This is an optimization exercise on Yosys and OpenROAD, whose aim is small area and a short achievable clock period, not a production implementation. RTL that was checked went through simulation tests only; none was proved equivalent to the original. Function not checked in run 3: the RTL went through the layout flow alone. Power is estimated from default activity; no workload was simulated.

## flow/design.v (module list and top-level ports; edited modules follow where they fit)
// module add4rpl: 23 lines
// module addsub8: 34 lines
// module alu_log: 23 lines
// module bcd_adj: 52 lines
// module m6502alu: 80 lines
// module rg8l: 19 lines
// module rg8l2: 28 lines
// module s_reg: 41 lines
// module prog_cnt: 71 lines
// module mx81_8: 64 lines
// module adl_mux: 28 lines
// module adh_mux: 25 lines
// module op_dcd: 1148 lines
// module m6502_org: 193 lines
module m6502_org (clk, addr, dataenb, datai, datao, irq_n, nmi_n, sob_n, res_n,
   rdy, vpa, sync, we_n);
  // ...
==> flow/run.sh <==
#!/bin/bash
# synth_recipe.tcl (not shown) runs the flow's synth.tcl, then flattens the netlist and writes it again
# the make line also repeats each setting of config.mk as NAME=value (left out here)
make -C /OpenROAD-flow-scripts/flow DESIGN_CONFIG=/design/flow/config.mk WORK_HOME=/design/flow/orfs CLKGATE_MAP_FILE= SYNTH_SCRIPT=/design/flow/synth_recipe.tcl finish
==> flow/config.mk <==
export PLATFORM = sky130hd
export DESIGN_NAME = m6502_org
export DESIGN_NICKNAME = m6502_org
export VERILOG_FILES = /design/flow/design.v
export SDC_FILE = /design/flow/constraint.sdc
export NUM_CORES = 4
export LEC_CHECK = 0
export CAP_MARGIN = 20
export CORE_MARGIN = 2
export CORE_UTILIZATION = 40
export SLEW_MARGIN = 20
==> flow/constraint.sdc <==
create_clock -name core_clock -period 14.0 [get_ports {clk}]
set_input_delay 2.8000 -clock core_clock [delete_from_list [all_inputs] [get_ports {clk}]]
set_output_delay 2.8000 -clock core_clock [all_outputs]
set_load 0.01 [all_outputs]
==> impl_results.rst, run 1 <==
.. list-table::
   :header-rows: 1

   * - Metric
     - Value
   * - Area of the multi-input gates
     - 0.0118 sq mm
   * - Total global routing overflow
     - 0
   * - Endpoint of the worst hold-timing path
     - nmi2
   * - Final std cell area, no fill
     - 0.0178 sq mm
   * - Met2 layer usage reported by global route
     - 58.0%
   * - Non-clock buffer count
     - 101
   * - Clock-pin transition on the worst setup and hold timing paths
     - 0.09 ns
   * - Comb group
     - 1.62 mW
   * - Most Used Layer, Global Route
     - met2
   * - Largest family of logic cells by synthesized area
     - compound AO/OA/AOI/OAI gates
   * - CP max stage cell
     - sky130_fd_sc_hd__clkdlybuf4s50_1
   * - Wire length per cell
     - 30.8 microns
   * - Most common flop cell mapped by yosys
     - sky130_fd_sc_hd__dfxtp_1
   * - Status
     - timing/DRC/antenna clean
   * - Sequential fraction of total cell area
     - 20.3%
   * - Total iterations of the first detailed-routing run
     - 9
   * - Async S/R FF share, synth
     - 0%
   * - Crit path buf inv count
     - 3
   * - Maximum vdd drop
     - 0.0964 mV
   * - Total Neg Setup Slack
     - 0 ns
   * - Number of gates on the worst path with buffers counted
     - 15
   * - Hold Path Depth
     - 0
   * - Top metal layer carrying routed signals
     - met5
   * - Most used cell along the critical path
     - sky130_fd_sc_hd__nor2_1
   * - RSZ-0062 raised after global routing
     - false
   * - Number of max-slew violations in the final report
     - 0
   * - Root Driver
     - sky130_fd_sc_hd__clkbuf_16
   * - Antenna Nets Post-Route
     - 0
   * - Critical Path Start
     - datai[5]
   * - Fraction of post-synthesis cell area in the top cell type by area
     - 18.5%
   * - Max-capacitance violation count
     - 0
   * - Final setup vio count
     - 0
   * - Power per Cell Area
     - 161 mW/mm^2
   * - Reg2reg path depth
     - 21
   * - Count of nets after finishing
     - 2241
   * - Kind of path behind the tightest hold check
     - register to register
   * - Place WS
     - 5.44 ns
   * - Static leakage
     - 6.49 nW
   * - Detailed route wirelength on metal3
     - 9360 microns
   * - Leading area contributor after synthesis
     - sky130_fd_sc_hd__dfxtp_1
   * - Floorplan die height
     - 206 microns
   * - Clock group power
     - 0.506 mW
   * - Max frequency
     - 121 MHz
   * - Total number of yosys warnings
     - 3
==> run 2: changes to the inputs <==
--- a/flow/config.mk
+++ b/flow/config.mk
@@ -6,6 +6,7 @@
 export NUM_CORES = 4
 export LEC_CHECK = 0
-export CAP_MARGIN = 20
+export ABC_AREA = 1
+export CAP_MARGIN = 60
 export CORE_MARGIN = 2
 export CORE_UTILIZATION = 40
-export SLEW_MARGIN = 20
+export SLEW_MARGIN = 60
==> run 2 against run 1 <==
Setup slack improved by 1.7 ns. Critical path depth is 6 higher. Count of clock-buffer cells in the layout increased by 1. Critical endpoint is now addr_r[5]. Utilization is 0.31 points higher. Fmax rose by 25%. Sequential cell count stayed put. Still clean on timing, DRC and antenna. Critical path type unchanged. Synthesized cell count is 13% higher. Cell count up 13%. Hold slack worse by 0.0044 ns. Via count shrank 3.6%. Area after synthesis is 7.6% lower.
==> impl_results.rst, run 2 <==
.. list-table::
   :header-rows: 1

   * - Metric
     - Value
   * - Status
     - timing/DRC/antenna clean (unchanged)
   * - Crit path max fanout
     - 21 (was 12)
   * - Clock network latency to the later pin of the worst-skew pair
     - 0.46 ns (was 0.51 ns)
   * - Most numerous cell types in the synthesized netlist
     - sky130_fd_sc_hd__nand2_1, sky130_fd_sc_hd__inv_1, sky130_fd_sc_hd__nor2_1, sky130_fd_sc_hd__o21ai_0, sky130_fd_sc_hd__nand3_1 (was sky130_fd_sc_hd__nand2_1, sky130_fd_sc_hd__nor2_1, sky130_fd_sc_hd__a21oi_1, sky130_fd_sc_hd__dfxtp_1, sky130_fd_sc_hd__o21ai_0)
   * - Layout cells sized above 1
     - 8.54% (was 9.60%)
   * - Detailed-route wire length
     - 73500 microns (was 83900 microns)
   * - Routability Congestion
     - 1.04 (was 1.01)
   * - Synth unique cells
     - 65 (was 114)
   * - Total Die Area
     - 0.0393 sq mm (was 0.0424 sq mm)
   * - Sequential group share of total power
     - 25.7% (was 25.9%)
   * - Count of nets after finishing
     - 2596 (was 2241)
   * - RSZ-0062 raised after global routing
     - false (unchanged)
   * - DIE WIDTH
     - 198 microns (was 206 microns)
   * - Area of the multi-input gates
     - 0.0101 sq mm (was 0.0118 sq mm)
   * - Final-layout fill cell count
     - 4081 (was 4108)
   * - Number of enable-type register cells in the synthesized netlist
     - 20 (unchanged)
   * - Hold-fix buffer count after cts
     - 0 (unchanged)
   * - Kind of path behind the tightest hold check
     - register to register (unchanged)
   * - Series of cell instances along the critical path
     - clkdlybuf4s50_1, inv_1, o21ai_1, o21ai_1, buf_4, inv_1, nor2_1, nand2_1, nand3_1, nand2_1, nand3_1, nor2_1, a21oi_1, nor2_2, nand3_1, nor2_2, inv_2, a21oi_1, o21ai_0, o211ai_1, nand2_1 (was clkdlybuf4s50_1, inv_1, nor4_1, nor2_1, inv_2, a32oi_1, o22ai_1, a21o_1, nor2_1, o21ai_1, nor2_1, a32o_1, a2111oi_0, nor3b_1, a32oi_1)
   * - Leading registers by flop count
     - addr_r: 16 flops, pc: 16 flops, alu_ctl: 12 flops (unchanged)
   * - Cell types with the largest area share after synthesis
     - sky130_fd_sc_hd__dfxtp_1, sky130_fd_sc_hd__nand2_1, sky130_fd_sc_hd__o21ai_0, sky130_fd_sc_hd__inv_1, sky130_fd_sc_hd__nand3_1 (was sky130_fd_sc_hd__dfxtp_1, sky130_fd_sc_hd__nand2_1, sky130_fd_sc_hd__a21oi_1, sky130_fd_sc_hd__nor2_1, sky130_fd_sc_hd__edfxtp_1)
   * - Starting density of the core
     - 40.3% (was 40.8%)
   * - Static leakage
     - 7.77 nW (was 6.49 nW)
   * - Fraction of post-synthesis cell area in the top cell type by area
     - 20.0% (was 18.5%)
   * - Crit path arrival time
     - 6.96 ns (was 8.65 ns)
   * - CP max stage cell
     - sky130_fd_sc_hd__clkdlybuf4s50_1 (unchanged)
   * - Level count of the clock H-tree
     - 4 (unchanged)
   * - Headroom to the max-slew limit
     - 55.3% (was 22.7%)
   * - Sequential cell area
     - 0.00363 sq mm (about the same)
   * - Number of vias in the routed layout
     - 18282 (was 18972)
   * - Pin slew with the least headroom to its limit
     - 0.663 ns (was 1.16 ns)
   * - HPWL after detailed placement
     - 59100 microns (was 63300 microns)
   * - Number of max-slew violations in the final report
     - 0 (unchanged)
   * - Pin count of the biggest net entering global routing
     - 44 (was 58)
   * - Boundary pin count
     - 42 (unchanged)
   * - Initial antenna violation count
     - 0 (was 1)
   * - Final worst clock skew
     - 0.0162 ns (was 0.0225 ns)
   * - Final Hold Vio Count
     - 0 (unchanged)
   * - Clk sinks
     - 171 (unchanged)
   * - Average instance area after synthesis
     - 5.99 sq um (was 7.35 sq um)
   * - Max-capacitance violation count
     - 0 (unchanged)
   * - Net Sw Frac
     - 51.8% (was 49.7%)
   * - Setup CP Type
     - input pin to register (unchanged)
   * - Total global routing overflow
     - 0 (unchanged)
   * - Startpoint types
     - input pin (unchanged)
   * - Number of register bits inferred by synthesis
     - 171 (unchanged)
   * - Post-Synthesis Net Count
     - 2575 (was 2278)
   * - Maximum vdd drop
     - 0.110 mV (was 0.0964 mV)
   * - Top-count cell post-synth
     - sky130_fd_sc_hd__nand2_1 (unchanged)
   * - Sequential share of the synthesized area
     - 24.0% (was 22.2%)
   * - R2r startpoint
     - opcode[7] (was alu_ctl[7])
   * - Async S/R FF share, synth
     - 0% (unchanged)
   * - Total CTS buffers
     - 17 (unchanged)
   * - Total Neg Setup Slack
     - 0 ns (unchanged)
   * - Number of remaining DRC errors
     - 0 (unchanged)
   * - Count of buffers from port buffering
     - 41 (unchanged)
   * - Crit end category
     - register (unchanged)
   * - Buffer count from post-CTS setup fixing
     - 0 (unchanged)
   * - Most common flop cell mapped by yosys
     - sky130_fd_sc_hd__dfxtp_1 (unchanged)
   * - Clock network power share
     - 18.1% (was 17.6%)
   * - Site Rows
     - 71 (was 73)
   * - Area of the core region
     - 0.0374 sq mm (was 0.0400 sq mm)
   * - Quantity of gates resized following cts
     - 0 (unchanged)
   * - Antenna Nets Post-Route
     - 0 (unchanged)
   * - GRT Util Overall
     - 37.3% (was 39.4%)
   * - Cell family with most CP delay
     - buffers and inverters (was simple AND/OR/NAND/NOR gates)
   * - Avg Vias per Cell
     - 5.97 (was 6.97)
   * - Most common cell after layout, fill and taps aside
     - sky130_fd_sc_hd__nand2_1 (unchanged)
   * - Number of global-route vias before repair
     - 16721 (was 17580)
   * - Gate power share
     - 56.2% (was 56.5%)
   * - DRC violation total after the first TritonRoute iteration
     - 2622 (was 3038)
   * - First-pass GRT wire length
     - 108000 microns (was 122000 microns)
   * - Total number of yosys warnings
     - 3 (unchanged)
   * - Sum of internal, switching and leakage power
     - 2.92 mW (was 2.87 mW)
   * - Clock-pin transition on the worst setup and hold timing paths
     - 0.08 ns (was 0.09 ns)
   * - Critical Path Start
     - datai[4] (was datai[5])
   * - Crit path buf inv count
     - 5 (was 3)
   * - Slack of the worst reg-to-reg path
     - 8.27 ns (was 6.93 ns)
   * - Maximum number of buffers from clock root to sink
     - 2 (unchanged)
   * - Floorplan die height
     - 198 microns (was 206 microns)
   * - Net switching power
     - 1.51 mW (was 1.43 mW)
   * - Crit-path max cell delay
     - 0.78 ns (was 0.99 ns)
   * - Area Overhead vs Synth
     - 11.3% (was 9.28%)
   * - Final Critical Period
     - 6.63 ns (was 8.28 ns)
   * - Final worst-path cycle share
     - 47.3% (was 59.2%)
   * - Highest-count cells in the layout ignoring fill and taps
     - sky130_fd_sc_hd__nand2_1, sky130_fd_sc_hd__inv_1, sky130_fd_sc_hd__nor2_1 (was sky130_fd_sc_hd__nand2_1, sky130_fd_sc_hd__nor2_1, sky130_fd_sc_hd__a21oi_1)
   * - TritonCTS clock tree
     - done (unchanged)
   * - Total iterations of the first detailed-routing run
     - 6 (was 9)
   * - Power per Cell Area
     - 174 mW/mm^2 (was 161 mW/mm^2)
   * - Leading area contributor after synthesis
     - sky130_fd_sc_hd__dfxtp_1 (unchanged)
   * - Final setup vio count
     - 0 (unchanged)
   * - Root Driver
     - sky130_fd_sc_hd__clkbuf_16 (unchanged)
   * - Wire length per cell
     - 24.0 microns (was 30.8 microns)
   * - Crit path required time
     - 14.34 ns (was 14.37 ns)
   * - Gate count of the mapped netlist
     - 2518 (was 2221)
   * - Max frequency
     - 151 MHz (was 121 MHz)
   * - Internal Dissipation
     - 1.41 mW (was 1.45 mW)
   * - Hold Path Origin
     - nmi1 (unchanged)
   * - Area of the mapped netlist
     - 0.0151 sq mm (was 0.0163 sq mm)
-- run 2: cell types whose count changed after synthesis, moves of 52 or more --
cell | previous run | this run
sky130_fd_sc_hd__a21oi_1 | 158 | 106
sky130_fd_sc_hd__xnor2_1 | 64 | 11
sky130_fd_sc_hd__nand3_1 | 63 | 201
sky130_fd_sc_hd__inv_1 | 74 | 272
sky130_fd_sc_hd__nand2_1 | 232 | 721
sky130_fd_sc_hd__clkbuf_1 | 99 | 33
sky130_fd_sc_hd__o21ai_0 | 118 | 208
-- run 2: final timing paths --
path / endpoint / cells after the start
max: addr_r[5] / 21
min: nmi2 / 0
max reg2reg: datao_r[6] / 28
min reg2reg: nmi2 / 0
-- run 2: cell type report --
cell class / count / share of cell area, %
diodes: 1 / 0.0149
multi-input cells: 1966 / 60.3
repair buffers: 62 / 3.36
flip-flops and latches: 171 / 21.6
inverters: 321 / 7.18
clock inverters: 13 / 1.01
well taps: 511 / 3.81
clock buffers: 19 / 2.66
-- run 2: stage by stage --
stage	hold slack (ns)	setup WS, ns	instances	util, %	instance area [sq um]
2_1_floorplan	0.331	8.76	2518	-	15100
3_3_place_gp	0.379	6.87	3027	42.7	16000
3_5_place_dp	0.371	7.05	3031	43.1	16100
4_1_cts	0.383	7.52	3063	44.7	16700
5_1_grt	0.392	7.07	3063	44.9	16800
6_report	0.381	7.37	3064	44.9	16800
-- run 2: power by group through the flow --
stage | clock [mW] | combinational [mW] | sequential, mW
floorplan | 0 | 1.02 | 0.704
global placement | 0 | 1.56 | 0.757
detailed placement | 0 | 1.58 | 0.754
CTS | 0.528 | 1.59 | 0.743
global route | 0.545 | 1.79 | 0.755
finish | 0.526 | 1.64 | 0.749
-- run 2: logic make-up (layout without fill, tap and decap cells) --
logic type,count (synthesis),after routing,synth area share [%]
AOI/OAI and AO/OA,500,500,19.5
xor gates and xnor gates,60,60,3.48
adders and majority gates,43,43,3.62
buffers and inverters,381,415,9.83
DFF,171,171,24.0
other,0,1,0
and+or+nand+nor,1363,1363,39.6
-- run 2: metal layers --
layer  vias up  share of wire, %  track usage, %
li1       8435                 -               -
met1      8429                41            49.3
met2      1145                44            59.3
met3       273               9.7            5.31
met4         0               5.9            18.4
met5         -                 0               0
==> module m6502_org, before the edit <==
module m6502_org (clk, addr, dataenb, datai, datao, irq_n, nmi_n, sob_n, res_n,
   rdy, vpa, sync, we_n);
input   clk;
output  [15:0] addr;
output  dataenb;
input   [7:0] datai;
output  [7:0] datao;
input   irq_n;
input   nmi_n;
input   sob_n;
input   res_n;
input   rdy;
output  vpa;
output  sync;
output  we_n;
reg  [7:0] opcode;
reg  [8:1] state;
reg  [7:0] psrl;
reg  [11:0] alu_ctl;
reg  wel_n, z_flag_f, branch_carry_f, sob_n_f;
reg  type1_calc, type2_calc, type2_write, type2_done, type3_calc;
reg  resetl, reset_proc, nmi_proc, irq_proc, irq, nmi_pend, nmi1, nmi2;
reg  [7:0] areg, xreg, yreg, sreg, dreg, jreg, kreg, lreg, hreg;
reg  [15:0] pc;
reg  syncl, vpa_r, dataenb_r;
reg  [2:0] domux_sel;
reg  [15:0] addr_r;
reg  [7:0] datao_r;
wire we_d_n, sreg_up, sreg_cen, opcode_ld, irq_pend;
wire type1_read, type2_read, type3_read;
wire [11:0] alu_ctl_d;
wire [2:0] alu_ld;
wire [6:0] prog_ctl;
wire [6:0] rg_load;
wire [7:0] psr_d, opcode_in;
wire [8:1] state_in;
wire [5:0] alu2op;
wire [7:0] alu_out;
op_dcd sm (.opcode(opcode), .state(state), .psrl(psrl),
   .type1_calc(type1_calc), .type2_calc(type2_calc), .type2_write(type2_write),
   .type2_done(type2_done), .type3_calc(type3_calc),
   .z_flag_f(z_flag_f), .branch_carry_f(branch_carry_f),
   .reset_proc(reset_proc), .nmi_proc(nmi_proc), .irq_proc(irq_proc),
   .nmi_pend(nmi_pend), .irq(irq), .resetl(resetl), .rdy(rdy),
   .alu2op(alu2op), .datai(datai), .sob_n(sob_n), .sob_n_f(sob_n_f),
   .syncl(syncl),
   .sync_dcd(), .vpa(), .we_d_n(we_d_n), .alu_ctl_d(alu_ctl_d),
   .alu_ld(alu_ld), .sreg_up(sreg_up), .sreg_cen(sreg_cen),
   .prog_ctl(prog_ctl), .rg_load(rg_load), .adl_sel(),
   .adh_sel(), .domux_sel(), .psr_d(psr_d),
   .type1_read(type1_read), .type2_read(type2_read), .type3_read(type3_read),
   .opcode_ld(opcode_ld), .opcode_in(opcode_in), .state_in(state_in),
   .irq_pend(irq_pend), .adh_alu());
m6502alu alu (.jreg(jreg), .kreg(kreg), .alu_ctl(alu_ctl), .alu2op(alu2op),
   .alu_out(alu_out));
reg [7:0] dataol;
always @* begin
   case (domux_sel)
   3'b000: dataol = alu_out;
   3'b001: dataol = areg;
   3'b010: dataol = psrl;
   3'b011: dataol = sreg;
   3'b100: dataol = xreg;
   3'b101: dataol = yreg;
   3'b110: dataol = pc[15:8];
   default: dataol = pc[7:0];
   endcase
end
wire reset_proc_n = resetl ? 1'b1 : state[6] ? 1'b0 : reset_proc;
wire irq_proc_n = (irq_pend & syncl & rdy) ? 1'b1 : (state[6] | resetl) ? 1'b0 : irq_proc;
wire nmi_proc_n = (nmi_pend & syncl & rdy) ? 1'b1 : (state[6] | resetl) ? 1'b0 : nmi_proc;
wire nmi_pend_n = (~nmi2 & nmi1) ? 1'b1 : (nmi_proc | resetl) ? 1'b0 : nmi_pend;
wire [11:0] alu_ctl_n = rdy ? alu_ctl_d : alu_ctl;
wire wel_n_n = rdy ? we_d_n : wel_n;
wire z_flag_f_n = rdy ? alu2op[1] : z_flag_f;
wire branch_carry_f_n = rdy ? alu2op[2] : branch_carry_f;
wire type1_calc_n = rdy ? type1_read : type1_calc;
wire type2_done_n = rdy ? type2_write : type2_done;
wire type2_write_n = rdy ? type2_calc : type2_write;
wire type2_calc_n = rdy ? type2_read : type2_calc;
wire type3_calc_n = rdy ? type3_read : type3_calc;
wire sob_n_f_n = rdy ? sob_n : sob_n_f;
wire [8:1] state_n = rdy ? state_in : state;
wire [7:0] opcode_n = opcode_ld ? opcode_in : opcode;
wire [7:0] areg_n = rg_load[0] ? dataol : areg;
wire [7:0] dreg_n = rg_load[1] ? datai : rg_load[2] ? dataol : dreg;
wire [7:0] xreg_n = rg_load[4] ? dataol : xreg;
wire [7:0] yreg_n = rg_load[5] ? dataol : yreg;
wire [7:0] lreg_n = rg_load[6] ? alu_out : lreg;
wire [7:0] jreg_n = alu_ld[0] ? datai : alu_ld[1] ? dataol : jreg;
wire [7:0] kreg_n = alu_ld[2] ? datai : kreg;
wire [7:0] sreg_n = resetl ? 8'h00 : rg_load[3] ? dataol :
                    sreg_cen ? (sreg_up ? sreg + 8'd1 : sreg - 8'd1) : sreg;
wire [7:0] cntil = prog_ctl[6:5] == 2'b10 ? 8'hFC :
                   prog_ctl[6:5] == 2'b01 ? 8'hFA :
                   prog_ctl[6:5] == 2'b11 ? 8'hFE :
                   prog_ctl[4] ? alu_out : hreg;
wire [7:0] cntih = prog_ctl[6:5] != 2'b00 ? 8'hFF :
                   prog_ctl[3] ? datai : dataol;
wire [15:0] pc_n = resetl ? 16'hFFFC :
                   (prog_ctl[2] | prog_ctl[4]) ? {cntih, cntil} :
                   prog_ctl[0] ? pc + 16'd1 : pc;
wire [7:0] hreg_n = resetl ? 8'hFC : prog_ctl[1] ? (prog_ctl[3] ? datai : alu_out) : hreg;
wire sync_n, vpa_n, adh_alu_n;
wire [1:0] adl_sel_n;
wire [3:0] adh_sel_n;
wire [2:0] domux_sel_n;
op_dcd nx (.opcode(opcode_n), .state(state_n), .psrl(psr_d),
   .type1_calc(type1_calc_n), .type2_calc(type2_calc_n), .type2_write(type2_write_n),
   .type2_done(type2_done_n), .type3_calc(type3_calc_n),
   .z_flag_f(z_flag_f_n), .branch_carry_f(branch_carry_f_n),
   .reset_proc(reset_proc_n), .nmi_proc(nmi_proc_n), .irq_proc(irq_proc_n),
   .nmi_pend(nmi_pend_n), .irq(~irq_n), .resetl(~res_n), .rdy(1'b0),
   .alu2op(6'b0), .datai(8'h00), .sob_n(1'b1), .sob_n_f(1'b1),
   .syncl(1'b0),
   .sync_dcd(sync_n), .vpa(vpa_n), .we_d_n(), .alu_ctl_d(),
   .alu_ld(), .sreg_up(), .sreg_cen(),
   .prog_ctl(), .rg_load(), .adl_sel(adl_sel_n),
   .adh_sel(adh_sel_n), .domux_sel(domux_sel_n), .psr_d(),
   .type1_read(), .type2_read(), .type3_read(),
   .opcode_ld(), .opcode_in(), .state_in(),
   .irq_pend(), .adh_alu(adh_alu_n));
wire [7:0] alu_adr_n = jreg_n + {7'b0, alu_ctl_n[4]};
wire [7:0] addrl_n = adl_sel_n == 2'b00 ? pc_n[7:0] :
                     adl_sel_n == 2'b01 ? dreg_n :
                     adl_sel_n == 2'b10 ? sreg_n : lreg_n;
wire [7:0] pre_y_n;
assign pre_y_n[0] = (alu_adr_n[0] & adh_sel_n[3] | dreg_n[0] & adh_sel_n[2] | adh_sel_n[0]) & ~adh_sel_n[1];
assign pre_y_n[7:1] = (alu_adr_n[7:1] & {7{adh_sel_n[3]}} | dreg_n[7:1] & {7{adh_sel_n[2]}}) & ~{7{adh_sel_n[1] | adh_sel_n[0]}};
wire [7:0] addrh_n = adh_sel_n == 4'b0000 ? pc_n[15:8] : pre_y_n;
wire [7:0] alu_nx;
m6502alu alu2 (.jreg(jreg), .kreg(kreg), .alu_ctl(alu_ctl_d & 12'hFF7), .alu2op(),
   .alu_out(alu_nx));
wire [7:0] alu_wr_n = rdy ? alu_nx : alu_out;
reg [7:0] datao_n;
always @* begin
   case (domux_sel_n)
   3'b000: datao_n = alu_wr_n;
   3'b001: datao_n = areg_n;
   3'b010: datao_n = psr_d;
   3'b011: datao_n = sreg_n;
   3'b100: datao_n = xreg_n;
   3'b101: datao_n = yreg_n;
   3'b110: datao_n = pc_n[15:8];
   default: datao_n = pc_n[7:0];
   endcase
end
assign addr = addr_r;
assign datao = datao_r;
assign we_n = wel_n;
assign dataenb = dataenb_r;
assign sync = syncl;
assign vpa = vpa_r;
always @(posedge clk) begin
   psrl <= psr_d;
   reset_proc <= reset_proc_n;
   irq_proc <= irq_proc_n;
   nmi_proc <= nmi_proc_n;
   resetl <= ~res_n;
   irq <= ~irq_n;
   nmi_pend <= nmi_pend_n;
   nmi2 <= nmi1;
   nmi1 <= ~nmi_n;
   alu_ctl <= alu_ctl_n;
   wel_n <= wel_n_n;
   dataenb_r <= ~wel_n_n;
   z_flag_f <= z_flag_f_n;
   branch_carry_f <= branch_carry_f_n;
   type1_calc <= type1_calc_n;
   type2_done <= type2_done_n;
   type2_write <= type2_write_n;
   type2_calc <= type2_calc_n;
   type3_calc <= type3_calc_n;
   sob_n_f <= sob_n_f_n;
   state <= state_n;
   opcode <= opcode_n;
   areg <= areg_n;
   dreg <= dreg_n;
   xreg <= xreg_n;
   yreg <= yreg_n;
   lreg <= lreg_n;
   jreg <= jreg_n;
   kreg <= kreg_n;
   sreg <= sreg_n;
   pc <= pc_n;
   hreg <= hreg_n;
   syncl <= sync_n;
   vpa_r <= vpa_n;
   domux_sel <= domux_sel_n;
   addr_r <= {addrh_n, addrl_n};
   datao_r <= datao_n;
end
endmodule
==> run 3: changes to the inputs <==
--- a/flow/design.v
+++ b/flow/design.v
@@ -1673,8 +1673,10 @@
 reg  [7:0] areg, xreg, yreg, sreg, dreg, jreg, kreg, lreg, hreg;
 reg  [15:0] pc;
-reg  syncl, vpa_r, dataenb_r;
+reg  syncl, vpa_r;
 reg  [2:0] domux_sel;
-reg  [15:0] addr_r;
-reg  [7:0] datao_r;
+reg  [1:0] adl_sel;
+reg  [3:0] adh_sel;
+reg  [7:0] alu_adr;        
+reg  [7:0] alu_wr;         
 wire we_d_n, sreg_up, sreg_cen, opcode_ld, irq_pend;
 wire type1_read, type2_read, type3_read;
@@ -1704,17 +1706,19 @@
 m6502alu alu (.jreg(jreg), .kreg(kreg), .alu_ctl(alu_ctl), .alu2op(alu2op),
    .alu_out(alu_out));
-reg [7:0] dataol;
+reg [7:0] dataor;
 always @* begin
    case (domux_sel)
-   3'b000: dataol = alu_out;
-   3'b001: dataol = areg;
-   3'b010: dataol = psrl;
-   3'b011: dataol = sreg;
-   3'b100: dataol = xreg;
-   3'b101: dataol = yreg;
-   3'b110: dataol = pc[15:8];
-   default: dataol = pc[7:0];
+   3'b000: dataor = 8'h00;
+   3'b001: dataor = areg;
+   3'b010: dataor = psrl;
+   3'b011: dataor = sreg;
+   3'b100: dataor = xreg;
+   3'b101: dataor = yreg;
+   3'b110: dataor = pc[15:8];
+   default: dataor = pc[7:0];
    endcase
 end
+wire dsel_alu = domux_sel == 3'b000;
+wire [7:0] dataol = dsel_alu ? alu_out : dataor;
 wire reset_proc_n = resetl ? 1'b1 : state[6] ? 1'b0 : reset_proc;
 wire irq_proc_n = (irq_pend & syncl & rdy) ? 1'b1 : (state[6] | resetl) ? 1'b0 : irq_proc;
@@ -1772,32 +1776,19 @@
    .irq_pend(), .adh_alu(adh_alu_n));
 wire [7:0] alu_adr_n = jreg_n + {7'b0, alu_ctl_n[4]};
-wire [7:0] addrl_n = adl_sel_n == 2'b00 ? pc_n[7:0] :
-                     adl_sel_n == 2'b01 ? dreg_n :
-                     adl_sel_n == 2'b10 ? sreg_n : lreg_n;
-wire [7:0] pre_y_n;
-assign pre_y_n[0] = (alu_adr_n[0] & adh_sel_n[3] | dreg_n[0] & adh_sel_n[2] | adh_sel_n[0]) & ~adh_sel_n[1];
-assign pre_y_n[7:1] = (alu_adr_n[7:1] & {7{adh_sel_n[3]}} | dreg_n[7:1] & {7{adh_sel_n[2]}}) & ~{7{adh_sel_n[1] | adh_sel_n[0]}};
-wire [7:0] addrh_n = adh_sel_n == 4'b0000 ? pc_n[15:8] : pre_y_n;
 wire [7:0] alu_nx;
 m6502alu alu2 (.jreg(jreg), .kreg(kreg), .alu_ctl(alu_ctl_d & 12'hFF7), .alu2op(),
    .alu_out(alu_nx));
 wire [7:0] alu_wr_n = rdy ? alu_nx : alu_out;
-reg [7:0] datao_n;
-always @* begin
-   case (domux_sel_n)
-   3'b000: datao_n = alu_wr_n;
-   3'b001: datao_n = areg_n;
-   3'b010: datao_n = psr_d;
-   3'b011: datao_n = sreg_n;
-   3'b100: datao_n = xreg_n;
-   3'b101: datao_n = yreg_n;
-   3'b110: datao_n = pc_n[15:8];
-   default: datao_n = pc_n[7:0];
-   endcase
-end
-assign addr = addr_r;
-assign datao = datao_r;
+wire [7:0] addrl = adl_sel == 2'b00 ? pc[7:0] :
+                   adl_sel == 2'b01 ? dreg :
+                   adl_sel == 2'b10 ? sreg : lreg;
+wire [7:0] pre_y;
+assign pre_y[0] = (alu_adr[0] & adh_sel[3] | dreg[0] & adh_sel[2] | adh_sel[0]) & ~adh_sel[1];
+assign pre_y[7:1] = (alu_adr[7:1] & {7{adh_sel[3]}} | dreg[7:1] & {7{adh_sel[2]}}) & ~{7{adh_sel[1] | adh_sel[0]}};
+wire [7:0] addrh = adh_sel == 4'b0000 ? pc[15:8] : pre_y;
+assign addr = {addrh, addrl};
+assign datao = dsel_alu ? alu_wr : dataor;
 assign we_n = wel_n;
-assign dataenb = dataenb_r;
+assign dataenb = ~wel_n;
 assign sync = syncl;
 assign vpa = vpa_r;
@@ -1814,5 +1805,4 @@
    alu_ctl <= alu_ctl_n;
    wel_n <= wel_n_n;
-   dataenb_r <= ~wel_n_n;
    z_flag_f <= z_flag_f_n;
    branch_carry_f <= branch_carry_f_n;
@@ -1838,6 +1828,8 @@
    vpa_r <= vpa_n;
    domux_sel <= domux_sel_n;
-   addr_r <= {addrh_n, addrl_n};
-   datao_r <= datao_n;
+   adl_sel <= adl_sel_n;
+   adh_sel <= adh_sel_n;
+   alu_adr <= alu_adr_n;
+   alu_wr <= alu_wr_n;
 end
 endmodule
--- a/flow/config.mk
+++ b/flow/config.mk
@@ -7,6 +7,6 @@
 export LEC_CHECK = 0
 export ABC_AREA = 1
-export CAP_MARGIN = 60
+export CAP_MARGIN = 20
 export CORE_MARGIN = 2
 export CORE_UTILIZATION = 40
-export SLEW_MARGIN = 60
+export SLEW_MARGIN = 20
==> run 3 against run 2 <==
Fmax grew 1.4%. Final area fell by 5.7%. Count of clock-buffer cells in the layout unchanged. Area after synthesis fell by 3.8%. Hold slack got worse by 0.0013 ns. Utilization is 0.49 points lower. Global-route usage down 4.4 points. Wire length fell by 15%. Critical endpoint is now adl_sel[1]. Highest routed layer unchanged.
==> impl_results.rst, run 3 <==
.. list-table::
   :header-rows: 1

   * - Metric
     - Value
   * - Status
     - timing/DRC/antenna clean (unchanged)
   * - Cell types with the largest area share after synthesis
     - sky130_fd_sc_hd__dfxtp_1, sky130_fd_sc_hd__nand2_1, sky130_fd_sc_hd__edfxtp_1, sky130_fd_sc_hd__inv_1, sky130_fd_sc_hd__o21ai_0 (was sky130_fd_sc_hd__dfxtp_1, sky130_fd_sc_hd__nand2_1, sky130_fd_sc_hd__o21ai_0, sky130_fd_sc_hd__inv_1, sky130_fd_sc_hd__nand3_1)
   * - Hold Path Origin
     - nmi1 (unchanged)
   * - Number of remaining DRC errors
     - 0 (unchanged)
   * - Total number of yosys warnings
     - 3 (unchanged)
   * - Sequential cell area
     - 0.00397 sq mm (was 0.00363 sq mm)
   * - R2r startpoint
     - alu_ctl[0] (was opcode[7])
   * - Register bank with the most flops
     - pc
   * - Endpoint of the worst hold-timing path
     - nmi2 (unchanged)
   * - Avg Vias per Cell
     - 6.06 (was 5.97)
   * - Sequential group share of total power
     - 25.6% (was 25.7%)
   * - Final-layout fill cell count
     - 3760 (was 4081)
   * - Number of flip-flops in the largest register
     - 16
   * - Clock network power share
     - 15.1% (was 18.1%)
   * - Maximum vdd drop
     - 0.0982 mV (was 0.110 mV)
   * - Area of the multi-input gates
     - 0.00893 sq mm (was 0.0101 sq mm)
   * - Clock network latency to the later pin of the worst-skew pair
     - 0.46 ns (about the same)
   * - Max-capacitance violation count
     - 0 (unchanged)
   * - Floorplan die height
     - 194 microns (was 198 microns)
   * - Gate count of the mapped netlist
     - 2228 (was 2518)
   * - GRT Util Overall
     - 32.9% (was 37.3%)
   * - Average instance area after synthesis
     - 6.51 sq um (was 5.99 sq um)
   * - Crit path max fanout
     - 32 (was 21)
   * - Power per Cell Area
     - 204 mW/mm^2 (was 174 mW/mm^2)
   * - DRC violation total after the first TritonRoute iteration
     - 1931 (was 2622)
   * - Total iterations of the first detailed-routing run
     - 7 (was 6)
   * - Clk sinks
     - 168 (was 171)
   * - Net Sw Frac
     - 52.5% (was 51.8%)
   * - Total global routing overflow
     - 0 (unchanged)
   * - Crit path arrival time
     - 6.88 ns (was 6.96 ns)
   * - Net switching power
     - 1.69 mW (was 1.51 mW)
   * - Final worst clock skew
     - 0.0174 ns (was 0.0162 ns)
   * - Routability Congestion
     - 1.03 (was 1.04)
   * - Destination of the worst register-to-register timing path
     - alu_adr[7] (was datao_r[6])
   * - Wire length per cell
     - 23.1 microns (was 24.0 microns)
   * - Number of enable-type register cells in the synthesized netlist
     - 61 (was 20)
   * - Boundary pin count
     - 42 (unchanged)
   * - Number of vias in the routed layout
     - 16440 (was 18282)
   * - Crit end category
     - register (unchanged)
   * - Gate power share
     - 59.2% (was 56.2%)
   * - Highest-count cells in the layout ignoring fill and taps
     - sky130_fd_sc_hd__nand2_1, sky130_fd_sc_hd__inv_1, sky130_fd_sc_hd__nor2_1 (unchanged)
   * - Count of buffers from port buffering
     - 41 (unchanged)
   * - Startpoint types
     - input pin (unchanged)
   * - Hold-fix buffer count after cts
     - 0 (unchanged)
   * - Site Rows
     - 69 (was 71)
   * - Area of the core region
     - 0.0357 sq mm (was 0.0374 sq mm)
   * - Layout cells sized above 1
     - 7.59% (was 8.54%)
   * - Sequential share of the synthesized area
     - 27.4% (was 24.0%)
   * - Most common flop cell mapped by yosys
     - sky130_fd_sc_hd__dfxtp_1 (unchanged)
   * - Root Driver
     - sky130_fd_sc_hd__clkbuf_16 (unchanged)
   * - Total CTS buffers
     - 17 (unchanged)
   * - Number of global-route vias before repair
     - 15490 (was 16721)
   * - Antenna Nets Post-Route
     - 0 (unchanged)
   * - Number of max-slew violations in the final report
     - 0 (unchanged)
   * - Final Critical Period
     - 6.54 ns (was 6.63 ns)
   * - Initial antenna violation count
     - 1 (was 0)
   * - Fraction of post-synthesis cell area in the top cell type by area
     - 14.8% (was 20.0%)
   * - Most numerous cell types in the synthesized netlist
     - sky130_fd_sc_hd__nand2_1, sky130_fd_sc_hd__inv_1, sky130_fd_sc_hd__nor2_1, sky130_fd_sc_hd__o21ai_0, sky130_fd_sc_hd__nand3_1 (unchanged)
   * - Post-Synthesis Net Count
     - 2285 (was 2575)
   * - Maximum number of buffers from clock root to sink
     - 2 (unchanged)
   * - Pin count of the biggest net entering global routing
     - 33 (was 44)
   * - RSZ-0062 raised after global routing
     - false (unchanged)
   * - Clock-pin transition on the worst setup and hold timing paths
     - 0.07 ns (was 0.08 ns)
   * - Final Hold Vio Count
     - 0 (unchanged)
   * - Total Die Area
     - 0.0378 sq mm (was 0.0393 sq mm)
   * - Level count of the clock H-tree
     - 4 (unchanged)
   * - Synth unique cells
     - 80 (was 65)
   * - Hold Path Depth
     - 0 (unchanged)
   * - Pin slew with the least headroom to its limit
     - 1.17 ns (was 0.663 ns)
   * - Max frequency
     - 153 MHz (was 151 MHz)
   * - Reg2reg path depth
     - 27 (was 28)
   * - Leading registers by flop count
     - pc: 16 flops, alu_ctl: 12 flops (was addr_r: 16 flops, pc: 16 flops, alu_ctl: 12 flops)
   * - Buffer count from post-CTS setup fixing
     - 0 (unchanged)
   * - Static leakage
     - 7.05 nW (was 7.77 nW)
   * - Slack of the worst reg-to-reg path
     - 8.55 ns (was 8.27 ns)
   * - Total Neg Setup Slack
     - 0 ns (unchanged)
   * - Count of nets after finishing
     - 2298 (was 2596)
   * - Leading area contributor after synthesis
     - sky130_fd_sc_hd__dfxtp_1 (unchanged)
   * - Place WS
     - 7.10 ns (was 7.05 ns)
   * - Area Overhead vs Synth
     - 9.08% (was 11.3%)
   * - Final setup vio count
     - 0 (unchanged)
   * - Quantity of gates resized following cts
     - 0 (unchanged)
   * - Kind of path behind the tightest hold check
     - register to register (unchanged)
   * - Top-count cell post-synth
     - sky130_fd_sc_hd__nand2_1 (unchanged)
   * - Final worst-path cycle share
     - 46.7% (was 47.3%)
   * - Sum of internal, switching and leakage power
     - 3.22 mW (was 2.92 mW)
   * - Diodes inserted
     - 0 (was 1)
   * - HPWL after detailed placement
     - 49100 microns (was 59100 microns)
   * - Detailed-route wire length
     - 62700 microns (was 73500 microns)
   * - Starting density of the core
     - 40.7% (was 40.3%)
   * - Headroom to the max-slew limit
     - 21.6% (was 55.3%)
   * - TritonCTS clock tree
     - done (unchanged)
   * - Internal Dissipation
     - 1.53 mW (was 1.41 mW)
   * - Most common cell after layout, fill and taps aside
     - sky130_fd_sc_hd__nand2_1 (unchanged)
   * - Number of register bits inferred by synthesis
     - 168 (was 171)
   * - Area of the mapped netlist
     - 0.0145 sq mm (was 0.0151 sq mm)
   * - Async S/R FF share, synth
     - 0% (unchanged)
   * - Slack of the critical path
     - 7.46 ns (was 7.37 ns)
   * - First-pass GRT wire length
     - 94600 microns (was 108000 microns)
   * - Crit path required time
     - 14.34 ns (about the same)
   * - DIE WIDTH
     - 194 microns (was 198 microns)
   * - Setup CP Type
     - input pin to register (unchanged)
[run 3: changes by cell type in the layout (fill, tap and decap cells not counted), sizes merged, moves of 7 or more]
| cell | delta |
|---|---|
| a21oi | -40 |
| a221oi | +8 |
| buf | -8 |
| dfxtp | -44 |
| edfxtp | +41 |
| inv | +16 |
| nand2 | -213 |
| nand3 | -72 |
| nand4 | -16 |
| o2111ai | +7 |
| o21ai | -16 |
| o221ai | +11 |
| xor2 | +14 |
[run 3: through the flow]
| stage | cells | hold WS [ns] | cell area (sq um) | util [%] |
|---|---|---|---|---|
| 4_1_cts | 2714 | 0.400 | 15800 | 44.4 |
| 3_5_place_dp | 2682 | 0.396 | 15200 | 42.7 |
| 6_report | 2715 | 0.380 | 15800 | 44.4 |
| 5_1_grt | 2715 | 0.397 | 15800 | 44.4 |
| 3_3_place_gp | 2682 | 0.397 | 15200 | 42.7 |
| 2_1_floorplan | 2228 | 0.331 | 14500 | - |
[run 3: cell type report]
cell class	count	area share, %
multi-input combinational	1664	56.4
sequential	168	25.1
tap	461	3.64
timing repair buffer	54	3.18
clock buffer	19	2.87
inverter	336	8.01
clock inverter	13	0.775
[run 3: per-layer routing]
| metal | track usage [%] | vias up | wire length, microns |
|---|---|---|---|
| li1 | - | 7523 | - |
| met1 | 42.9 | 7724 | 25300 |
| met2 | 52.8 | 1002 | 28100 |
| met3 | 5.47 | 191 | 5930 |
| met4 | 16.3 | 0 | 3340 |
| met5 | 0 | - | 0 |
[run 3: logic make-up after synthesis]
kind of cell / count (synthesis) / share of synthesized area, %
DFF: 168 / 27.4
xor gates and xnor gates: 68 / 4.21
buffers and inverters: 396 / 11.1
AOI/OAI and AO/OA: 486 / 21.0
and+or+nand+nor: 1066 / 32.4
adders and majority gates: 44 / 3.84
[run 3: critical path, stage by stage]
cell                        delay, ns
sky130_fd_sc_hd__buf_2           0.23
sky130_fd_sc_hd__buf_4           0.31
sky130_fd_sc_hd__inv_1           0.55
sky130_fd_sc_hd__nor2_1          0.27
sky130_fd_sc_hd__inv_1           0.20
sky130_fd_sc_hd__nor2_1          0.09
sky130_fd_sc_hd__a21oi_1         0.60
sky130_fd_sc_hd__inv_1           0.34
sky130_fd_sc_hd__nor2_1          0.25
sky130_fd_sc_hd__nand2_1         0.13
sky130_fd_sc_hd__a2111oi_0       0.41
sky130_fd_sc_hd__nand4_1         0.13
sky130_fd_sc_hd__nor3_1          0.26
sky130_fd_sc_hd__nand2_1         0.09
sky130_fd_sc_hd__o211a_1         0.21
[run 3: how the worst max path moves through the flow]
stage	from	end	slack, ns	cells past startpoint
finish	rdy	adl_sel[1]	7.46	15
floorplan	rdy	domux_sel[2]	9.02	17
global route	rdy	adl_sel[1]	6.98	15
CTS	domux_sel[2]	datao[1]	7.51	8
global placement	rdy	adl_sel[1]	7.25	15
detailed placement	rdy	adl_sel[1]	7.10	15
[run 3: power by group through the flow]
stage                     clock network, mW  logic (mW)  registers (mW)
after floorplan                           0        1.28           0.745
after global placement                    0        1.84           0.830
after detailed placement                  0        1.86           0.830
after CTS                             0.491        1.87           0.820
after global routing                  0.509        2.10           0.836
final                                 0.488        1.91           0.827
==> module m6502alu, before the edit <==
module m6502alu (jreg, kreg, alu_ctl, alu2op, alu_out);
input   [7:0] jreg;
input   [7:0] kreg;
input   [11:0] alu_ctl;
output  [5:0] alu2op;
output  [7:0] alu_out;
wire sub = alu_ctl[0];
wire cin = alu_ctl[4];
wire bcd_en = alu_ctl[3];
wire [7:0] j = jreg;
wire [7:0] sx = {{7{kreg[7]}}, 1'b1};
wire [7:0] bs_p = alu_ctl[7] ? kreg ^ {8{sub}} : alu_ctl[6] ? sx ^ {8{sub}} : {8{sub}};
wire [7:0] bs_g = ({8{alu_ctl[7]}} & kreg | {8{alu_ctl[6] & ~alu_ctl[7]}} & sx) ^ {8{sub}};
wire [7:0] g = j & bs_g;
wire [7:0] p = j ^ bs_p;
wire g10 = g[1] | p[1] & g[0];            wire p10 = p[1] & p[0];
wire g32 = g[3] | p[3] & g[2];            wire p32 = p[3] & p[2];
wire g54 = g[5] | p[5] & g[4];            wire p54 = p[5] & p[4];
wire g76 = g[7] | p[7] & g[6];            wire p76 = p[7] & p[6];
wire g30 = g32 | p32 & g10;               wire p30 = p32 & p10;
wire g74 = g76 | p76 & g54;               wire p74 = p76 & p54;
wire [8:0] c;
assign c[0] = cin;
assign c[1] = g[0] | p[0] & cin;
assign c[2] = g10 | p10 & cin;
assign c[3] = g[2] | p[2] & c[2];
assign c[4] = g30 | p30 & cin;
assign c[5] = g[4] | p[4] & c[4];
assign c[6] = g54 | p54 & c[4];
assign c[7] = g[6] | p[6] & c[6];
assign c[8] = g74 | p74 & c[4];
wire [7:0] d = p ^ c[7:0];                 
wire cout4 = c[4];
wire cout8 = c[8];
wire lo_adj     = bcd_en & ~sub & (cout4 | d[3] & (d[2] | d[1]));
wire lo_adj_sub = bcd_en & sub & ~cout4;
wire lo_ge10    = d[3] & (d[2] | d[1]);
wire c4p        = lo_adj & lo_ge10;        
wire cin4l      = c4p;
wire hi_adj     = bcd_en & ~sub & (cout8 | d[7] & (d[6] | d[5] | c4p & d[4]));
wire hi_adj_sub = bcd_en & sub & ~cout8;
wire [3:0] lo = lo_adj_sub ? {~(d[3] ^ (d[2] & d[1])), d[2] ^ d[1], ~d[1], d[0]} :
                lo_adj     ? {d[3] ^ (d[2] | d[1]), ~(d[2] ^ d[1]), ~d[1], d[0]} : d[3:0];
wire [3:0] h = d[7:4];
wire [3:0] h_p1 = {h[3] ^ (h[2] & h[1] & h[0]), h[2] ^ (h[1] & h[0]), h[1] ^ h[0], ~h[0]};
wire [3:0] h_p6 = {h[3] ^ (h[2] | h[1]), ~(h[2] ^ h[1]), ~h[1], h[0]};
wire [3:0] h_p7 = {h[3] ^ (h[2] | h[1] | h[0]), ~(h[2] ^ (h[1] | h[0])), ~(h[1] ^ h[0]), ~h[0]};
wire [3:0] h_pa = {~(h[3] ^ (h[2] & h[1])), h[2] ^ h[1], ~h[1], h[0]};
wire c8_p6 = h[3] & (h[2] | h[1]);
wire c8_p7 = h[3] & (h[2] | h[1] | h[0]);
wire c8_p1 = &h;
wire [3:0] hi = hi_adj_sub ? h_pa :
                hi_adj ? (cin4l ? h_p7 : h_p6) :
                cin4l ? h_p1 : h;
wire c8p = hi_adj ? (cin4l ? c8_p7 : c8_p6) : cin4l & c8_p1;
wire [7:0] bcd_out = {hi, lo};
wire bcd_cout = cout8 | c8p & ~hi_adj_sub;
wire [7:0] dcd = 8'b1 << alu_ctl[10:8];
wire [7:0] log_b_pre = alu_ctl[7] ? kreg : alu_ctl[6] ? dcd : 8'h00;
wire [7:0] lb = alu_ctl[11] ? ~log_b_pre : log_b_pre;
reg [7:0] log_out;
always @* begin
   case (alu_ctl[2:0])
   3'b010: log_out = {j[6:0], cin};
   3'b011: log_out = {cin, j[7:1]};
   3'b100: log_out = j & lb;
   3'b101: log_out = j | lb;
   3'b110: log_out = j ^ lb;
   default: log_out = ~j & lb;
   endcase
end
wire log_cout = alu_ctl[2:0] == 3'b010 ? j[7] : j[0];
wire [7:0] res = alu_ctl[5] ? 8'h00 : alu_ctl[2:1] == 2'b00 ? bcd_out : log_out;
assign alu_out = res;
wire z_flag = res == 8'h00;
wire v_flag = (~sub ^ j[7] ^ kreg[7]) & (d[7] ^ j[7]);
wire alu_cout = alu_ctl[2:1] == 2'b00 ? bcd_cout : log_cout;
wire bra_carry = cout8 ^ kreg[7] ^ (&j);
assign alu2op = {res[7], v_flag, cout8, bra_carry, z_flag, alu_cout};
endmodule
==> run 4: changes to the inputs <==
--- a/flow/design.v
+++ b/flow/design.v
@@ -136,5 +136,5 @@
 endmodule  
 `timescale 1 ns / 1 ns
-module m6502alu (jreg, kreg, alu_ctl, alu2op, alu_out);
+module m6502alu (jreg, kreg, alu_ctl, alu2op, alu_out, log_out);
 input   [7:0] jreg;
 input   [7:0] kreg;
@@ -142,4 +142,5 @@
 output  [5:0] alu2op;
 output  [7:0] alu_out;
+output  [7:0] log_out;       
 wire sub = alu_ctl[0];
 wire cin = alu_ctl[4];
@@ -1678,5 +1679,4 @@
 reg  [3:0] adh_sel;
 reg  [7:0] alu_adr;        
-reg  [7:0] alu_wr;         
 wire we_d_n, sreg_up, sreg_cen, opcode_ld, irq_pend;
 wire type1_read, type2_read, type3_read;
@@ -1689,4 +1689,6 @@
 wire [5:0] alu2op;
 wire [7:0] alu_out;
+wire [7:0] log_out;
+reg  [7:0] alu_r;          
 op_dcd sm (.opcode(opcode), .state(state), .psrl(psrl),
    .type1_calc(type1_calc), .type2_calc(type2_calc), .type2_write(type2_write),
@@ -1700,10 +1702,29 @@
    .alu_ld(alu_ld), .sreg_up(sreg_up), .sreg_cen(sreg_cen),
    .prog_ctl(prog_ctl), .rg_load(rg_load), .adl_sel(),
-   .adh_sel(), .domux_sel(), .psr_d(psr_d),
+   .adh_sel(), .domux_sel(), .psr_d(),
    .type1_read(type1_read), .type2_read(type2_read), .type3_read(type3_read),
    .opcode_ld(opcode_ld), .opcode_in(opcode_in), .state_in(state_in),
    .irq_pend(irq_pend), .adh_alu());
+wire [7:0] psr_d1;
+op_dcd sm1 (.opcode(opcode), .state(state), .psrl(psrl),
+   .type1_calc(type1_calc), .type2_calc(type2_calc), .type2_write(type2_write),
+   .type2_done(type2_done), .type3_calc(type3_calc),
+   .z_flag_f(z_flag_f), .branch_carry_f(branch_carry_f),
+   .reset_proc(reset_proc), .nmi_proc(nmi_proc), .irq_proc(irq_proc),
+   .nmi_pend(nmi_pend), .irq(irq), .resetl(resetl), .rdy(1'b1),
+   .alu2op(alu2op), .datai(datai), .sob_n(sob_n), .sob_n_f(sob_n_f),
+   .syncl(syncl),
+   .sync_dcd(), .vpa(), .we_d_n(), .alu_ctl_d(),
+   .alu_ld(), .sreg_up(), .sreg_cen(),
+   .prog_ctl(), .rg_load(), .adl_sel(),
+   .adh_sel(), .domux_sel(), .psr_d(psr_d1),
+   .type1_read(), .type2_read(), .type3_read(),
+   .opcode_ld(), .opcode_in(), .state_in(),
+   .irq_pend(), .adh_alu());
+wire sob_fall = ~sob_n & sob_n_f;
+wire [7:0] psr_d0 = resetl ? 8'b0000_0100 : {psrl[7], psrl[6] | sob_fall, psrl[5:0]};
+assign psr_d = rdy ? psr_d1 : psr_d0;
 m6502alu alu (.jreg(jreg), .kreg(kreg), .alu_ctl(alu_ctl), .alu2op(alu2op),
-   .alu_out(alu_out));
+   .alu_out(alu_out), .log_out(log_out));
 reg [7:0] dataor;
 always @* begin
@@ -1756,28 +1777,49 @@
                    prog_ctl[0] ? pc + 16'd1 : pc;
 wire [7:0] hreg_n = resetl ? 8'hFC : prog_ctl[1] ? (prog_ctl[3] ? datai : alu_out) : hreg;
-wire sync_n, vpa_n, adh_alu_n;
-wire [1:0] adl_sel_n;
-wire [3:0] adh_sel_n;
-wire [2:0] domux_sel_n;
-op_dcd nx (.opcode(opcode_n), .state(state_n), .psrl(psr_d),
-   .type1_calc(type1_calc_n), .type2_calc(type2_calc_n), .type2_write(type2_write_n),
-   .type2_done(type2_done_n), .type3_calc(type3_calc_n),
-   .z_flag_f(z_flag_f_n), .branch_carry_f(branch_carry_f_n),
-   .reset_proc(reset_proc_n), .nmi_proc(nmi_proc_n), .irq_proc(irq_proc_n),
-   .nmi_pend(nmi_pend_n), .irq(~irq_n), .resetl(~res_n), .rdy(1'b0),
+wire ld1 = syncl | resetl;
+wire [7:0] opcode_n1 = ld1 ? opcode_in : opcode;
+wire [8:1] state_n1 = ld1 ? 8'b0000_0001 : {state[7:1], 1'b0};
+wire sync_n1, vpa_n1, adh_alu_n1;
+wire [1:0] adl_sel_n1;
+wire [3:0] adh_sel_n1;
+wire [2:0] domux_sel_n1;
+op_dcd nx (.opcode(opcode_n1), .state(state_n1), .psrl(psr_d1),
+   .type1_calc(type1_read), .type2_calc(type2_read), .type2_write(type2_calc),
+   .type2_done(type2_write), .type3_calc(type3_read),
+   .z_flag_f(alu2op[1]), .branch_carry_f(alu2op[2]),
+   .reset_proc(1'b0), .nmi_proc(1'b0), .irq_proc(1'b0),
+   .nmi_pend(1'b0), .irq(1'b0), .resetl(1'b0), .rdy(1'b0),
    .alu2op(6'b0), .datai(8'h00), .sob_n(1'b1), .sob_n_f(1'b1),
    .syncl(1'b0),
-   .sync_dcd(sync_n), .vpa(vpa_n), .we_d_n(), .alu_ctl_d(),
+   .sync_dcd(sync_n1), .vpa(vpa_n1), .we_d_n(), .alu_ctl_d(),
    .alu_ld(), .sreg_up(), .sreg_cen(),
-   .prog_ctl(), .rg_load(), .adl_sel(adl_sel_n),
-   .adh_sel(adh_sel_n), .domux_sel(domux_sel_n), .psr_d(),
+   .prog_ctl(), .rg_load(), .adl_sel(adl_sel_n1),
+   .adh_sel(adh_sel_n1), .domux_sel(domux_sel_n1), .psr_d(),
    .type1_read(), .type2_read(), .type3_read(),
    .opcode_ld(), .opcode_in(), .state_in(),
-   .irq_pend(), .adh_alu(adh_alu_n));
-wire [7:0] alu_adr_n = jreg_n + {7'b0, alu_ctl_n[4]};
-wire [7:0] alu_nx;
-m6502alu alu2 (.jreg(jreg), .kreg(kreg), .alu_ctl(alu_ctl_d & 12'hFF7), .alu2op(),
-   .alu_out(alu_nx));
-wire [7:0] alu_wr_n = rdy ? alu_nx : alu_out;
+   .irq_pend(), .adh_alu(adh_alu_n1));
+wire sync_b, vpa_b;
+wire [1:0] adl_sel_b;
+wire [3:0] adh_sel_b;
+wire [2:0] domux_sel_b;
+op_dcd brk (.opcode(8'h00), .state(state), .psrl(psrl),
+   .type1_calc(type1_calc), .type2_calc(type2_calc), .type2_write(type2_write),
+   .type2_done(type2_done), .type3_calc(type3_calc),
+   .z_flag_f(z_flag_f), .branch_carry_f(branch_carry_f),
+   .reset_proc(1'b0), .nmi_proc(1'b0), .irq_proc(1'b0),
+   .nmi_pend(1'b0), .irq(1'b0), .resetl(1'b0), .rdy(1'b0),
+   .alu2op(6'b0), .datai(8'h00), .sob_n(1'b1), .sob_n_f(1'b1),
+   .syncl(1'b0),
+   .sync_dcd(sync_b), .vpa(vpa_b), .we_d_n(), .alu_ctl_d(),
+   .alu_ld(), .sreg_up(), .sreg_cen(),
+   .prog_ctl(), .rg_load(), .adl_sel(adl_sel_b),
+   .adh_sel(adh_sel_b), .domux_sel(domux_sel_b), .psr_d(),
+   .type1_read(), .type2_read(), .type3_read(),
+   .opcode_ld(), .opcode_in(), .state_in(),
+   .irq_pend(), .adh_alu());
+wire bv2 = state[2] & opcode[7:6] == 2'b01 & opcode[4:0] == 5'b10000;
+wire sync_n0 = bv2 ? psr_d0[6] ^ opcode[5] : syncl;
+wire [7:0] alu_adr_n = rdy ? datai + {7'b0, alu2op[3]} : alu_adr;
+wire [7:0] alu_wr = alu_ctl[5] ? 8'h00 : alu_ctl[2] ? log_out : alu_r;
 wire [7:0] addrl = adl_sel == 2'b00 ? pc[7:0] :
                    adl_sel == 2'b01 ? dreg :
@@ -1825,11 +1867,18 @@
    pc <= pc_n;
    hreg <= hreg_n;
-   syncl <= sync_n;
-   vpa_r <= vpa_n;
-   domux_sel <= domux_sel_n;
-   adl_sel <= adl_sel_n;
-   adh_sel <= adh_sel_n;
+   syncl <= rdy ? sync_n1 : resetl ? sync_b : sync_n0;
+   if (rdy) begin
+      vpa_r <= vpa_n1;
+      domux_sel <= domux_sel_n1;
+      adl_sel <= adl_sel_n1;
+      adh_sel <= adh_sel_n1;
+   end else if (resetl) begin
+      vpa_r <= vpa_b;
+      domux_sel <= domux_sel_b;
+      adl_sel <= adl_sel_b;
+      adh_sel <= adh_sel_b;
+   end
    alu_adr <= alu_adr_n;
-   alu_wr <= alu_wr_n;
+   alu_r <= alu_out;
 end
 endmodule
--- a/flow/config.mk
+++ b/flow/config.mk
@@ -7,6 +7,6 @@
 export LEC_CHECK = 0
 export ABC_AREA = 1
-export CAP_MARGIN = 20
+export CAP_MARGIN = 60
 export CORE_MARGIN = 2
 export CORE_UTILIZATION = 40
-export SLEW_MARGIN = 20
+export SLEW_MARGIN = 60
==> run 4 against run 3 <==
Setup slack better by 0.079 ns. Area after synthesis is 7.2% lower. Final area is 3.5% lower. Sequential power is 11% lower. Largest power group unchanged. Critical path depth is 2 lower. Utilization is 1.4 points higher. Fmax is 1.2% higher. Sequential cell count stayed put. Count of clock-buffer cells in the layout is 2 lower.
==> impl_results.rst, run 4 <==
.. list-table::
   :header-rows: 1

   * - Metric
     - Value
   * - Status
     - timing/DRC/antenna clean (unchanged)
   * - RSZ-0062 raised after global routing
     - false (unchanged)
   * - Floorplan die height
     - 187 microns (was 194 microns)
   * - Total global routing overflow
     - 0 (unchanged)
   * - Crit path required time
     - 11.20 ns (was 14.34 ns)
   * - Power per Cell Area
     - 151 mW/mm^2 (was 204 mW/mm^2)
   * - Total iterations of the first detailed-routing run
     - 9 (was 7)
   * - Total CTS buffers
     - 17 (unchanged)
   * - GRT Util Overall
     - 32.8% (was 32.9%)
   * - Cell types with the largest area share after synthesis
     - sky130_fd_sc_hd__edfxtp_1, sky130_fd_sc_hd__nand2_1, sky130_fd_sc_hd__inv_1, sky130_fd_sc_hd__dfxtp_1, sky130_fd_sc_hd__o21ai_0 (was sky130_fd_sc_hd__dfxtp_1, sky130_fd_sc_hd__nand2_1, sky130_fd_sc_hd__edfxtp_1, sky130_fd_sc_hd__inv_1, sky130_fd_sc_hd__o21ai_0)
   * - Setup CP Type
     - register to output pin (was input pin to register)
   * - Area of the mapped netlist
     - 0.0135 sq mm (was 0.0145 sq mm)
   * - Starting density of the core
     - 40.4% (was 40.7%)
   * - HPWL after detailed placement
     - 45700 microns (was 49100 microns)
   * - Max-capacitance violation count
     - 0 (unchanged)
   * - Number of enable-type register cells in the synthesized netlist
     - 119 (was 61)
   * - Clk sinks
     - 168 (unchanged)
   * - Number of global-route vias before repair
     - 13748 (was 15490)
   * - Fraction of post-synthesis cell area in the top cell type by area
     - 26.5% (was 14.8%)
   * - Antenna Nets Post-Route
     - 0 (unchanged)
   * - Layout cells sized above 1
     - 7.89% (was 7.59%)
   * - Most common cell after layout, fill and taps aside
     - sky130_fd_sc_hd__nand2_1 (unchanged)
   * - Sum of internal, switching and leakage power
     - 2.30 mW (was 3.22 mW)
   * - Wire length per cell
     - 23.8 microns (was 23.1 microns)
   * - Highest-count cells in the layout ignoring fill and taps
     - sky130_fd_sc_hd__nand2_1, sky130_fd_sc_hd__inv_1, sky130_fd_sc_hd__nor2_1 (unchanged)
   * - Number of remaining DRC errors
     - 0 (unchanged)
   * - Worst hold slack
     - 0.385 ns (was 0.380 ns)
   * - Crit end category
     - output pin (was register)
   * - Top-count cell post-synth
     - sky130_fd_sc_hd__nand2_1 (unchanged)
   * - Final worst clock skew
     - 0.0141 ns (was 0.0174 ns)
   * - Static leakage
     - 6.47 nW (was 7.05 nW)
   * - DRC violation total after the first TritonRoute iteration
     - 1982 (was 1931)
   * - Final-layout fill cell count
     - 3505 (was 3760)
   * - Average instance area after synthesis
     - 6.94 sq um (was 6.51 sq um)
   * - Clock network latency to the later pin of the worst-skew pair
     - 0.45 ns (was 0.46 ns)
   * - Startpoint types
     - register (was input pin)
   * - Clock-pin transition on the worst setup and hold timing paths
     - 0.07 ns (about the same)
   * - Boundary pin count
     - 42 (unchanged)
   * - Total number of yosys warnings
     - 3 (unchanged)
   * - Area of the core region
     - 0.0334 sq mm (was 0.0357 sq mm)
   * - TritonCTS clock tree
     - done (unchanged)
   * - Most common flop cell mapped by yosys
     - sky130_fd_sc_hd__edfxtp_1 (was sky130_fd_sc_hd__dfxtp_1)
   * - Final setup vio count
     - 0 (unchanged)
   * - Initial antenna violation count
     - 0 (was 1)
   * - Maximum number of buffers from clock root to sink
     - 2 (unchanged)
   * - Pin slew with the least headroom to its limit
     - 0.599 ns (was 1.17 ns)
   * - Synth unique cells
     - 71 (was 80)
   * - Leading area contributor after synthesis
     - sky130_fd_sc_hd__edfxtp_1 (was sky130_fd_sc_hd__dfxtp_1)
   * - Total Neg Setup Slack
     - 0 ns (unchanged)
   * - Sequential share of the synthesized area
     - 33.8% (was 27.4%)
   * - Avg Vias per Cell
     - 5.96 (was 6.06)
   * - Number of register bits inferred by synthesis
     - 168 (unchanged)
   * - Post-Synthesis Net Count
     - 1986 (was 2285)
   * - Detailed-route wire length
     - 58100 microns (was 62700 microns)
   * - Pin count of the biggest net entering global routing
     - 55 (was 33)
   * - Root Driver
     - sky130_fd_sc_hd__clkbuf_16 (unchanged)
   * - Number of max-slew violations in the final report
     - 0 (unchanged)
   * - Gate count of the mapped netlist
     - 1941 (was 2228)
   * - Crit path max fanout
     - 10 (was 32)
   * - First-pass GRT wire length
     - 86800 microns (was 94600 microns)
   * - Hold-fix buffer count after cts
     - 0 (unchanged)
   * - Max frequency
     - 155 MHz (was 153 MHz)
   * - Crit path arrival time
     - 3.66 ns (was 6.88 ns)
   * - Maximum vdd drop
     - 0.0967 mV (was 0.0982 mV)
   * - Total Die Area
     - 0.0352 sq mm (was 0.0378 sq mm)
   * - Register bank with the most flops
     - pc (unchanged)
   * - Leading registers by flop count
     - pc: 16 flops, alu_ctl: 12 flops (unchanged)
   * - Count of buffers from port buffering
     - 41 (unchanged)
   * - Final Hold Vio Count
     - 0 (unchanged)
   * - Buffer count from post-CTS setup fixing
     - 0 (unchanged)
   * - Most numerous cell types in the synthesized netlist
     - sky130_fd_sc_hd__nand2_1, sky130_fd_sc_hd__inv_1, sky130_fd_sc_hd__nor2_1, sky130_fd_sc_hd__o21ai_0, sky130_fd_sc_hd__edfxtp_1 (was sky130_fd_sc_hd__nand2_1, sky130_fd_sc_hd__inv_1, sky130_fd_sc_hd__nor2_1, sky130_fd_sc_hd__o21ai_0, sky130_fd_sc_hd__nand3_1)
   * - Quantity of gates resized following cts
     - 0 (unchanged)
   * - Level count of the clock H-tree
     - 4 (unchanged)
   * - Number of vias in the routed layout
     - 14516 (was 16440)
   * - DIE WIDTH
     - 187 microns (was 194 microns)
   * - Count of nets after finishing
     - 2021 (was 2298)
   * - Final worst-path cycle share
     - 46.1% (was 46.7%)
   * - Routability Congestion
     - 1.04 (was 1.03)
   * - Site Rows
     - 67 (was 69)
   * - Kind of path behind the tightest hold check
     - register to register (unchanged)
   * - Final Critical Period
     - 6.46 ns (was 6.54 ns)
   * - Area Overhead vs Synth
     - 13.4% (was 9.08%)
   * - Diodes inserted
     - 0 (unchanged)
   * - Number of flip-flops in the largest register
     - 16 (unchanged)
   * - Headroom to the max-slew limit
     - 59.9% (was 21.6%)
   * - Async S/R FF share, synth
     - 0% (unchanged)
==> run 4: changes by cell type after synthesis, moves of 10 or more <==
cell / before / now
sky130_fd_sc_hd__nand2_1: 512 / 383
sky130_fd_sc_hd__nor3_1: 59 / 36
sky130_fd_sc_hd__edfxtp_1: 61 / 119
sky130_fd_sc_hd__dfxtp_1: 107 / 49
sky130_fd_sc_hd__nand3_1: 130 / 106
sky130_fd_sc_hd__inv_2: 28 / 18
sky130_fd_sc_hd__o21ai_0: 213 / 194
sky130_fd_sc_hd__xor2_1: 62 / 39
sky130_fd_sc_hd__o21ai_1: 9 / 35
sky130_fd_sc_hd__ha_1: 42 / 30
==> run 4: kinds of logic after synthesis <==
kind of cell	count (synthesis)	share of synthesized area (%)
and+or+nand+nor	845	27.1
xor gates and xnor gates	47	3.17
buffers and inverters	362	10.5
AOI/OAI and AO/OA	488	22.5
adders and majority gates	31	2.94
DFF	168	33.8
==> run 4: critical path, stage by stage, from the launching register on <==
cell                              delay (ns)
sky130_fd_sc_hd__edfxtp_1               0.56
sky130_fd_sc_hd__inv_4                  0.12
sky130_fd_sc_hd__nand2_1                0.11
sky130_fd_sc_hd__or2_1                  0.27
sky130_fd_sc_hd__o21ai_0                0.25
sky130_fd_sc_hd__xor2_1                 0.28
sky130_fd_sc_hd__ha_1                   0.28
sky130_fd_sc_hd__nand2_1                0.06
sky130_fd_sc_hd__o21ai_0                0.07
sky130_fd_sc_hd__o31ai_1                0.42
sky130_fd_sc_hd__nand2_1                0.12
sky130_fd_sc_hd__o211ai_1               0.11
sky130_fd_sc_hd__nand2_1                0.07
sky130_fd_sc_hd__clkdlybuf4s50_1        0.48
==> run 4: where the power goes <==
part,switching (mW),internal [mW],leakage [nW]
Combinational,0.712,0.340,4.55
Clock,0.239,0.274,0.301
Sequential,0.0789,0.659,1.62
Total,1.03,1.27,6.47
==> run 4: metrics by stage <==
step | cell area (sq um) | cells | util [%] | setup slack, ns
finish | 15300 | 2437 | 45.8 | 7.54
global route | 15300 | 2437 | 45.8 | 7.33
CTS | 15200 | 2435 | 45.5 | 7.56
detailed placement | 14600 | 2403 | 43.6 | 7.55
global placement | 14300 | 2394 | 42.8 | 7.49
floorplan | 13500 | 1941 | - | 9.03
==> run 4: routing by layer <==
layer / GRT usage, % / up-vias / share of wire (%) / wire length [microns]
li1: - / 6716 / - / -
met1: 42.7 / 6880 / 41 / 23900
met2: 53.0 / 760 / 45 / 26200
met3: 6.42 / 160 / 8.9 / 5180
met4: 14.0 / 0 / 4.9 / 2830
met5: 0 / - / 0 / 0
==> run 4: worst paths after layout <==
| kind | start | to | slack (ns) | depth (start not counted) |
|---|---|---|---|---|
| min reg2reg | nmi1 | nmi2 | 0.39 | 0 |
| min | nmi1 | nmi2 | 0.39 | 0 |
| max | alu_ctl[7] | datao[3] | 7.54 | 13 |
| max reg2reg | alu_ctl[0] | syncl | 8.98 | 33 |
==> run 4: final cells by class <==
cell class,instances,area (sq um),share of cell area [%]
clock buffers,17,425,2.79
clock inverters,15,204,1.34
inverters,315,1190,7.79
multi-input cells,1411,7760,50.8
flip-flops and latches,168,4550,29.8
well taps,448,561,3.67
repair buffers,63,582,3.81

## re-timing with driven ports
In the flow no input, the clock included, has a driving cell. The finished layouts below were timed again as built, in two steps. Step 1 assumes that a clkbuf_16 drives the clock port and a buf_2 every other input. Step 2, shift: input delay + t, output delay - t, t = (earliest + latest rising clock arrival at the registers) / 2. This alone moves slack from input paths to output paths. a / b / c = ideal / step 1 / step 2; a / b = the first two.
run | t (ns) | setup slack, ns | hold slack, ns | latest minus earliest clock arrival (ns)
run 1 | 0.548 | 5.717 / 5.740 / 5.193 | 0.386 / 0.386 / 0.386 | 0.023 / 0.023
run 2 | 0.504 | 7.374 / 7.405 / 6.900 | 0.381 / 0.381 / 0.381 | 0.017 / 0.017
run 3 | 0.503 | 7.463 / 7.424 / 6.994 | 0.380 / 0.380 / 0.380 | 0.018 / 0.018
run 4 | 0.497 | 7.542 / 7.489 / 7.512 | 0.385 / 0.385 / 0.385 | 0.014 / 0.014
After both steps setup and hold are still met in every run listed. For run 1, which loses most, drivers alone change the setup slack by +0.023 ns; drivers and shift together by -0.524 ns.
